This is an optimization exercise on Yosys and OpenROAD, whose aim is small area, not a production implementation.
Function was checked by simulation only, so behaviour that the tests miss may differ from the original.
Power figures rest on the tool's default switching activity, not on a simulated workload.

run 1:
==> flow/design.v <==
module note2dds_1st_gen(
input wire CLK,
input wire RESET,
input wire [7:0] NOTE,
output wire [31:0] ADDER,
output wire ROUND
);
reg [3:0] K;
reg [3:0] S;
wire [5:0] m = NOTE[7:2];
reg [3:0] k_n;
always @(*) begin
  case (m)
    6'd0, 6'd1, 6'd2: k_n = 4'd13;
    6'd3, 6'd4, 6'd5: k_n = 4'd12;
    6'd6, 6'd7, 6'd8: k_n = 4'd11;
    6'd9, 6'd10, 6'd11: k_n = 4'd10;
    6'd12, 6'd13, 6'd14: k_n = 4'd9;
    6'd15, 6'd16, 6'd17: k_n = 4'd8;
    6'd18, 6'd19, 6'd20: k_n = 4'd7;
    6'd21, 6'd22, 6'd23: k_n = 4'd6;
    6'd24, 6'd25, 6'd26: k_n = 4'd5;
    6'd27, 6'd28, 6'd29: k_n = 4'd4;
    6'd30, 6'd31, 6'd32: k_n = 4'd3;
    6'd33, 6'd34, 6'd35: k_n = 4'd2;
    6'd36, 6'd37, 6'd38: k_n = 4'd1;
    default: k_n = 4'd0;
  endcase
end
wire [1:0] r_n = m % 3;
wire valid = NOTE < 8'd168;
always @(posedge CLK or posedge RESET) begin
  if (RESET)
    S[3:2] <= 2'b11;
  else if (valid)
    S[3:2] <= r_n;
end
always @(posedge CLK) begin
  if (valid) begin
    K <= k_n;
    S[1:0] <= NOTE[1:0];
  end
end
reg [24:0] B;
always @(*) begin
  case (S)
    4'd0: B = 25'd11506414;
    4'd1: B = 25'd12190621;
    4'd2: B = 25'd12915513;
    4'd3: B = 25'd13683509;
    4'd4: B = 25'd14497173;
    4'd5: B = 25'd15359220;
    4'd6: B = 25'd16272526;
    4'd7: B = 25'd17240141;
    4'd8: B = 25'd18265293;
    4'd9: B = 25'd19351404;
    4'd10: B = 25'd20502099;
    4'd11: B = 25'd21721217;
    default: B = 25'd0;
  endcase
end
wire [24:0] c0 = K[3] ? (B >> 8) : B;
wire [24:0] c1 = K[2] ? (c0 >> 4) : c0;
wire [24:0] c2 = K[1] ? (c1 >> 2) : c1;
wire [24:0] c3 = K[0] ? (c2 >> 1) : c2;
wire [24:0] C = c3;
assign ADDER = {8'd0, C[24:1]};
assign ROUND = C[0];
endmodule
module DDS(
input wire CLK,
input wire RESET,
input wire [31:0] ADDER,
input wire ROUND,
output wire [31:0] DDS
);
reg [31:0] P;
assign DDS = P;
wire [31:0] sum;
wire [24:0] c;
assign c[0] = ROUND;
wire [23:0] p = P[23:0] ^ ADDER[23:0];
wire [23:0] g = P[23:0] & ADDER[23:0];
wire g0c = g[0] | (p[0] & ROUND);
wire x1g = g[1] | (p[1] & g0c);
wire x1p = p[1] & p[0];
wire x2g = g[3] | (p[3] & g[2]);
wire x2p = p[3] & p[2];
wire x3g = g[5] | (p[5] & g[4]);
wire x3p = p[5] & p[4];
wire x4g = g[7] | (p[7] & g[6]);
wire x4p = p[7] & p[6];
wire x5g = g[9] | (p[9] & g[8]);
wire x5p = p[9] & p[8];
wire x6g = g[11] | (p[11] & g[10]);
wire x6p = p[11] & p[10];
wire x7g = g[13] | (p[13] & g[12]);
wire x7p = p[13] & p[12];
wire x8g = g[15] | (p[15] & g[14]);
wire x8p = p[15] & p[14];
wire x9g = g[17] | (p[17] & g[16]);
wire x9p = p[17] & p[16];
wire x10g = g[19] | (p[19] & g[18]);
wire x10p = p[19] & p[18];
wire x11g = g[21] | (p[21] & g[20]);
wire x11p = p[21] & p[20];
wire x12g = g[23] | (p[23] & g[22]);
wire x12p = p[23] & p[22];
wire x13g = x2g | (x2p & x1g);
wire x13p = x2p & x1p;
wire x14g = x4g | (x4p & x3g);
wire x14p = x4p & x3p;
wire x15g = x6g | (x6p & x5g);
wire x15p = x6p & x5p;
wire x16g = x8g | (x8p & x7g);
wire x16p = x8p & x7p;
wire x17g = x10g | (x10p & x9g);
wire x17p = x10p & x9p;
wire x18g = x12g | (x12p & x11g);
wire x18p = x12p & x11p;
wire x19g = x14g | (x14p & x13g);
wire x19p = x14p & x13p;
wire x20g = x16g | (x16p & x15g);
wire x20p = x16p & x15p;
wire x21g = x18g | (x18p & x17g);
wire x21p = x18p & x17p;
wire x22g = x20g | (x20p & x19g);
wire x22p = x20p & x19p;
wire x23g = x21g | (x21p & x22g);
wire x23p = x21p & x22p;
wire x24g = x15g | (x15p & x19g);
wire x24p = x15p & x19p;
wire x25g = x17g | (x17p & x22g);
wire x25p = x17p & x22p;
wire x26g = x3g | (x3p & x13g);
wire x26p = x3p & x13p;
wire x27g = x5g | (x5p & x19g);
wire x27p = x5p & x19p;
wire x28g = x7g | (x7p & x24g);
wire x28p = x7p & x24p;
wire x29g = x9g | (x9p & x22g);
wire x29p = x9p & x22p;
wire x30g = x11g | (x11p & x25g);
wire x30p = x11p & x25p;
wire x31g = g[2] | (p[2] & x1g);
wire x31p = p[2] & x1p;
wire x32g = g[4] | (p[4] & x13g);
wire x32p = p[4] & x13p;
wire x33g = g[6] | (p[6] & x26g);
wire x33p = p[6] & x26p;
wire x34g = g[8] | (p[8] & x19g);
wire x34p = p[8] & x19p;
wire x35g = g[10] | (p[10] & x27g);
wire x35p = p[10] & x27p;
wire x36g = g[12] | (p[12] & x24g);
wire x36p = p[12] & x24p;
wire x37g = g[14] | (p[14] & x28g);
wire x37p = p[14] & x28p;
wire x38g = g[16] | (p[16] & x22g);
wire x38p = p[16] & x22p;
wire x39g = g[18] | (p[18] & x29g);
wire x39p = p[18] & x29p;
wire x40g = g[20] | (p[20] & x25g);
wire x40p = p[20] & x25p;
wire x41g = g[22] | (p[22] & x30g);
wire x41p = p[22] & x30p;
assign c[1] = g0c;
assign c[2] = x1g;
assign c[3] = x31g;
assign c[4] = x13g;
assign c[5] = x32g;
assign c[6] = x26g;
assign c[7] = x33g;
assign c[8] = x19g;
assign c[9] = x34g;
assign c[10] = x27g;
assign c[11] = x35g;
assign c[12] = x24g;
assign c[13] = x36g;
assign c[14] = x28g;
assign c[15] = x37g;
assign c[16] = x22g;
assign c[17] = x38g;
assign c[18] = x29g;
assign c[19] = x39g;
assign c[20] = x25g;
assign c[21] = x40g;
assign c[22] = x30g;
assign c[23] = x41g;
assign c[24] = x23g;
assign sum[23:0] = p ^ c[23:0];
wire [7:0] hp;
assign hp[0] = 1'b1;
genvar k;
generate for (k=1;k<8;k=k+1) begin: ginc
 assign hp[k] = hp[k-1] & P[23+k];
end endgenerate
assign sum[31:24] = P[31:24] ^ ({8{c[24]}} & hp);
always @(posedge CLK or posedge RESET)
begin
  if (RESET)
    P <= 32'd0;
  else
    P <= sum;
end
endmodule
module form_wave (
input  wire [31:0] DDS,
input  wire [2:0]  form,
output wire [31:0] WAVE
);
wire ramp = ~form[2] & ~(form[1] & form[0]);          
wire neg  = ~form[2] & ~(form[1] & form[0]) & (form[1] ? DDS[31] : form[0]);
wire sq   = (form == 3'b011) ? DDS[31] :
            (form == 3'b100) ? (DDS[31] & DDS[30]) : 1'b0;
wire [31:0] lower_or;
assign lower_or[0] = 1'b0;
wire [4:0] grp;
assign grp[0] = 1'b0;
assign grp[1] = grp[0] | (|DDS[7:0]);
assign lower_or[1] = grp[0] | (|DDS[0:0]);
assign lower_or[2] = grp[0] | (|DDS[1:0]);
assign lower_or[3] = grp[0] | (|DDS[2:0]);
assign lower_or[4] = grp[0] | (|DDS[3:0]);
assign lower_or[5] = grp[0] | (|DDS[4:0]);
assign lower_or[6] = grp[0] | (|DDS[5:0]);
assign lower_or[7] = grp[0] | (|DDS[6:0]);
assign grp[2] = grp[1] | (|DDS[15:8]);
assign lower_or[9] = grp[1] | (|DDS[8:8]);
assign lower_or[10] = grp[1] | (|DDS[9:8]);
assign lower_or[11] = grp[1] | (|DDS[10:8]);
assign lower_or[12] = grp[1] | (|DDS[11:8]);
assign lower_or[13] = grp[1] | (|DDS[12:8]);
assign lower_or[14] = grp[1] | (|DDS[13:8]);
assign lower_or[15] = grp[1] | (|DDS[14:8]);
assign lower_or[8] = grp[1];
assign grp[3] = grp[2] | (|DDS[23:16]);
assign lower_or[17] = grp[2] | (|DDS[16:16]);
assign lower_or[18] = grp[2] | (|DDS[17:16]);
assign lower_or[19] = grp[2] | (|DDS[18:16]);
assign lower_or[20] = grp[2] | (|DDS[19:16]);
assign lower_or[21] = grp[2] | (|DDS[20:16]);
assign lower_or[22] = grp[2] | (|DDS[21:16]);
assign lower_or[23] = grp[2] | (|DDS[22:16]);
assign lower_or[16] = grp[2];
assign grp[4] = grp[3] | (|DDS[31:24]);
assign lower_or[25] = grp[3] | (|DDS[24:24]);
assign lower_or[26] = grp[3] | (|DDS[25:24]);
assign lower_or[27] = grp[3] | (|DDS[26:24]);
assign lower_or[28] = grp[3] | (|DDS[27:24]);
assign lower_or[29] = grp[3] | (|DDS[28:24]);
assign lower_or[30] = grp[3] | (|DDS[29:24]);
assign lower_or[31] = grp[3] | (|DDS[30:24]);
assign lower_or[24] = grp[3];
assign WAVE = ({32{ramp}} & (DDS ^ ({32{neg}} & lower_or))) | {32{sq}};
endmodule
module dds_synth (
input  wire        CLK,
input  wire        RESET,
input  wire [7:0]  NOTE,
input  wire [2:0]  FORM,
output wire [31:0] WAVE
);
wire [31:0] ADDER;
wire        ROUND;
wire [31:0] DDS;
note2dds_1st_gen n2d (.CLK(CLK), .RESET(RESET), .NOTE(NOTE), .ADDER(ADDER), .ROUND(ROUND));
DDS dds2 (.CLK(CLK), .RESET(RESET), .ADDER(ADDER), .ROUND(ROUND), .DDS(DDS));
form_wave formw (.DDS(DDS), .form(FORM), .WAVE(WAVE));
endmodule
export LEC_CHECK = 0
export ABC_AREA = 1
export CAP_MARGIN = 20
export CORE_MARGIN = 2
export CORE_UTILIZATION = 60
export CTS_BUF_LIST = sky130_fd_sc_hd__clkbuf_8
export GPL_TIMING_DRIVEN = 0
export SLEW_MARGIN = 20
create_clock -name core_clock -period 6.0 [get_ports {CLK}]
standard.sh (not shown) runs the stock make flow with config.mk's settings and CLKGATE_MAP_FILE= SYNTH_SCRIPT=/design/flow/synth_recipe.tcl, a recipe that flattens the netlist after the stock synthesis.
==> flow/flow/run.sh <==
#!/bin/bash
# Standard ORFS layout (the standard.sh) with these changes:
#  - synthesis maps with the ABC script in flow/abc_area.script;
#  - synthesis does not extract full/half adder cells (ADDER_MAP_FILE empty),
#    so ABC maps the adder logic itself.
#    Registers are unchanged: same count, names and cell types;
#  - the port buffers that buffer_ports inserts are sky130_fd_sc_hd__buf_1;
#  - extra make variables, one per line, from flow/make_args.txt (if any).
# Every tool's output is kept in the ORFS logs under orfs/logs/ and in
# flow_make.log here.
set -euo pipefail
rm -rf scripts_local
cp -r "$FLOW_HOME/scripts" scripts_local
cp flow/abc_area.script scripts_local/abc_area.script
extra=()
if [[ -f flow/make_args.txt ]]; then
  while IFS= read -r line; do
    [[ -n "$line" ]] && extra+=("$line")
  done < flow/make_args.txt
fi
bash standard.sh "SCRIPTS_DIR=$PWD/scripts_local" "ADDER_MAP_FILE=" \
  "BUFFER_PORTS_ARGS=-buffer_cell sky130_fd_sc_hd__buf_1" "${extra[@]}" finish > flow_make.log 2>&1
==> flow/flow/abc_area.script <==
strash
dch
amap -m -Q 0.3
topo
stime -c
==> flow/flow/make_args.txt <==
CTS_ARGS=-sink_clustering_enable -repair_clock_nets -buf_list sky130_fd_sc_hd__clkbuf_8 -dont_use_dummy_load
Here is what was changed in the inputs of run 2 compared with run 1.
# run 1
export LEC_CHECK = 0
export ABC_AREA = 1
export CAP_MARGIN = 20
export CORE_MARGIN = 2
export CORE_UTILIZATION = 60
export CTS_BUF_LIST = sky130_fd_sc_hd__clkbuf_8
export GPL_TIMING_DRIVEN = 0
export SLEW_MARGIN = 20
create_clock -name core_clock -period 6.0 [get_ports {CLK}]
# run 2
export LEC_CHECK = 0
export ABC_AREA = 1
export CAP_MARGIN = 20
export CORE_MARGIN = 2
export CORE_UTILIZATION = 50
export CTS_BUF_LIST = sky130_fd_sc_hd__clkbuf_8
export GPL_TIMING_DRIVEN = 0
export SLEW_MARGIN = 20
create_clock -name core_clock -period 6.0 [get_ports {CLK}]
==> flow/flow/abc_area.script <==
strash
dch
amap -m
topo
stime -c
Notes after the runs:
Comparing run 2 and run 1, the higher area overhead of the layout relative to synthesis is on run 2. Of the two candidates, run 1 has the better total power after layout and run 2 the worse one. Run 2 vs. run 1: proportion of total power due to net switching grew by 0.61 points, global-route usage over all layers shrank by 2.1 points, total number of placement rows now sits higher, sequential power has remained practically unchanged, sequential share of layout area lower. Placed standard-cell area: run 2 vs run 1, no meaningful difference. Min count of instances resized after the clock tree is built across run 2 and run 1: run 1.
Here is what was changed in the inputs of run 3 compared with run 2.
# run 2
export LEC_CHECK = 0
export ABC_AREA = 1
export CAP_MARGIN = 20
export CORE_MARGIN = 2
export CORE_UTILIZATION = 50
export CTS_BUF_LIST = sky130_fd_sc_hd__clkbuf_8
export GPL_TIMING_DRIVEN = 0
export SLEW_MARGIN = 20
create_clock -name core_clock -period 6.0 [get_ports {CLK}]
# run 3
export LEC_CHECK = 0
export ABC_AREA = 1
export CAP_MARGIN = 20
export CORE_MARGIN = 2
export CORE_UTILIZATION = 60
export CTS_BUF_LIST = sky130_fd_sc_hd__clkbuf_8
export SLEW_MARGIN = 20
create_clock -name core_clock -period 6.0 [get_ports {CLK}]
==> flow/flow/make_args.txt <==
CTS_ARGS=-sink_clustering_enable -repair_clock_nets -buf_list sky130_fd_sc_hd__clkbuf_8 -dont_use_dummy_load -sink_clustering_size 20 -sink_buffer_max_cap_derate 1.0
[summary]
Run 3 went all the way through the flow, and no timing, DRC or antenna check failed.
Routed wire length (run 3 over run 2): decrease, 220 µm
Run 3 ends up with a number of cells on the worst reg-to-reg path that is 8 higher than in run 2.
Compared with run 2, in run 3 area growth from synthesis to final layout shrank by 2.6 points; total number of nets in the final design held.
Run 3 vs. run 2: horizontal die dimension now sits lower; total power now sits lower.
Edits applied to the flow inputs when going from run 3 to run 4:
# run 3
export LEC_CHECK = 0
export ABC_AREA = 1
export CAP_MARGIN = 20
export CORE_MARGIN = 2
export CORE_UTILIZATION = 60
export CTS_BUF_LIST = sky130_fd_sc_hd__clkbuf_8
export SLEW_MARGIN = 20
create_clock -name core_clock -period 6.0 [get_ports {CLK}]
# run 4
export LEC_CHECK = 0
export ABC_AREA = 1
export CAP_MARGIN = 20
export CORE_MARGIN = 2
export CORE_UTILIZATION = 67
export CTS_BUF_LIST = sky130_fd_sc_hd__clkbuf_8
export GPL_TIMING_DRIVEN = 0
export SLEW_MARGIN = 20
create_clock -name core_clock -period 6.0 [get_ports {CLK}]
==> flow/flow/make_args.txt <==
CTS_ARGS=-sink_clustering_enable -repair_clock_nets -buf_list sky130_fd_sc_hd__clkbuf_8 -dont_use_dummy_load
## What came out
On run 4: share of final layout cell area taken by non-clock buffers is 0.47 points lower than what run 3 gave. Diff run 3..run 4 | global-route wire length before repair | negligible. Run 4: fraction of power consumed by combinational cells is 0.7 points higher than what run 3 reported. Re non-clock buffer count: run 3 was higher than run 4. Relative to run 3, multi-input gate share of total cell area has gone up in run 4. Clock network fraction of design power was lower in the run labelled run 4. NOTE: minimum clock period after layout in run 4 exceeds that of run 3. Run 4 ends up with a final instance area that is 73 µm² higher than in run 3.
The inputs of run 5 differ from those of run 4 as listed below.
# run 4
export LEC_CHECK = 0
export ABC_AREA = 1
export CAP_MARGIN = 20
export CORE_MARGIN = 2
export CORE_UTILIZATION = 67
export CTS_BUF_LIST = sky130_fd_sc_hd__clkbuf_8
export GPL_TIMING_DRIVEN = 0
export SLEW_MARGIN = 20
create_clock -name core_clock -period 6.0 [get_ports {CLK}]
# run 5
export LEC_CHECK = 0
export ABC_AREA = 1
export CAP_MARGIN = 20
export CORE_MARGIN = 2
export CORE_UTILIZATION = 60
export CTS_BUF_LIST = sky130_fd_sc_hd__clkbuf_8
export SLEW_MARGIN = 20
create_clock -name core_clock -period 6.0 [get_ports {CLK}]
==> flow/flow/abc_area.script <==
strash
dch
amap
topo
stime -c
==> summary.txt <==
- Wire length of the first global-routing pass went up slightly going from run 4 to run 5.
- Relative to run 4, the final cell area reported for run 5 is lower.
- Diff run 4 -> run 5: clock network power share now sits at about the same level, internal cell power now sits lower, maximum clock rate now sits at about the same level, count of placed standard cells in the final layout, fillers left out now sits higher.
- Run 5 reports a lower layout overhead on the synthesized area than run 4 does.
- The DRC violation total after the first TritonRoute iteration of run 5 falls short of that of run 4 by 21%.
- In run 5 the routed wire length turned out 6.6% lower than in run 4.

==> port drivers added, routing unchanged <==
How much do the figures lean on ideal ports? The routed layouts below were timed once more, with nothing changed but the port constraints. Step 1, drivers: a clkbuf_16 drives CLK and a buf_2 each remaining input, both assumed. Step 2 also shifts input and output timing later by t, the mid clock arrival at the registers, as if the neighbouring blocks saw the same clock. Slacks: ideal ports / drivers / drivers and shift; pairs: ideal ports / drivers.
run | shift t [ns] | slack for setup (ns) | clock arrival spread, ns | worst data-port slew with drivers (ns) | cell pins on the clock port's net
run 1 | 0.321 | 0.337 / 0.337 / 0.337 | 0.024 / 0.024 | 0.03 | 1
run 2 | 0.327 | 0.394 / 0.394 / 0.394 | 0.027 / 0.028 | 0.03 | 1
run 3 | 0.319 | 0.385 / 0.385 / 0.385 | 0.020 / 0.020 | 0.03 | 1
run 4 | 0.337 | 0.211 / 0.179 / 0.179 | 0.023 / 0.023 | 0.04 | 1
run 5 | 0.326 | 0.207 / 0.207 / 0.207 | 0.028 / 0.028 | 0.03 | 1
After both steps setup and hold are still met in every run listed. The setup slack of run 4, which loses most, moves by -0.032 ns with the drivers and by -0.032 ns with both steps.
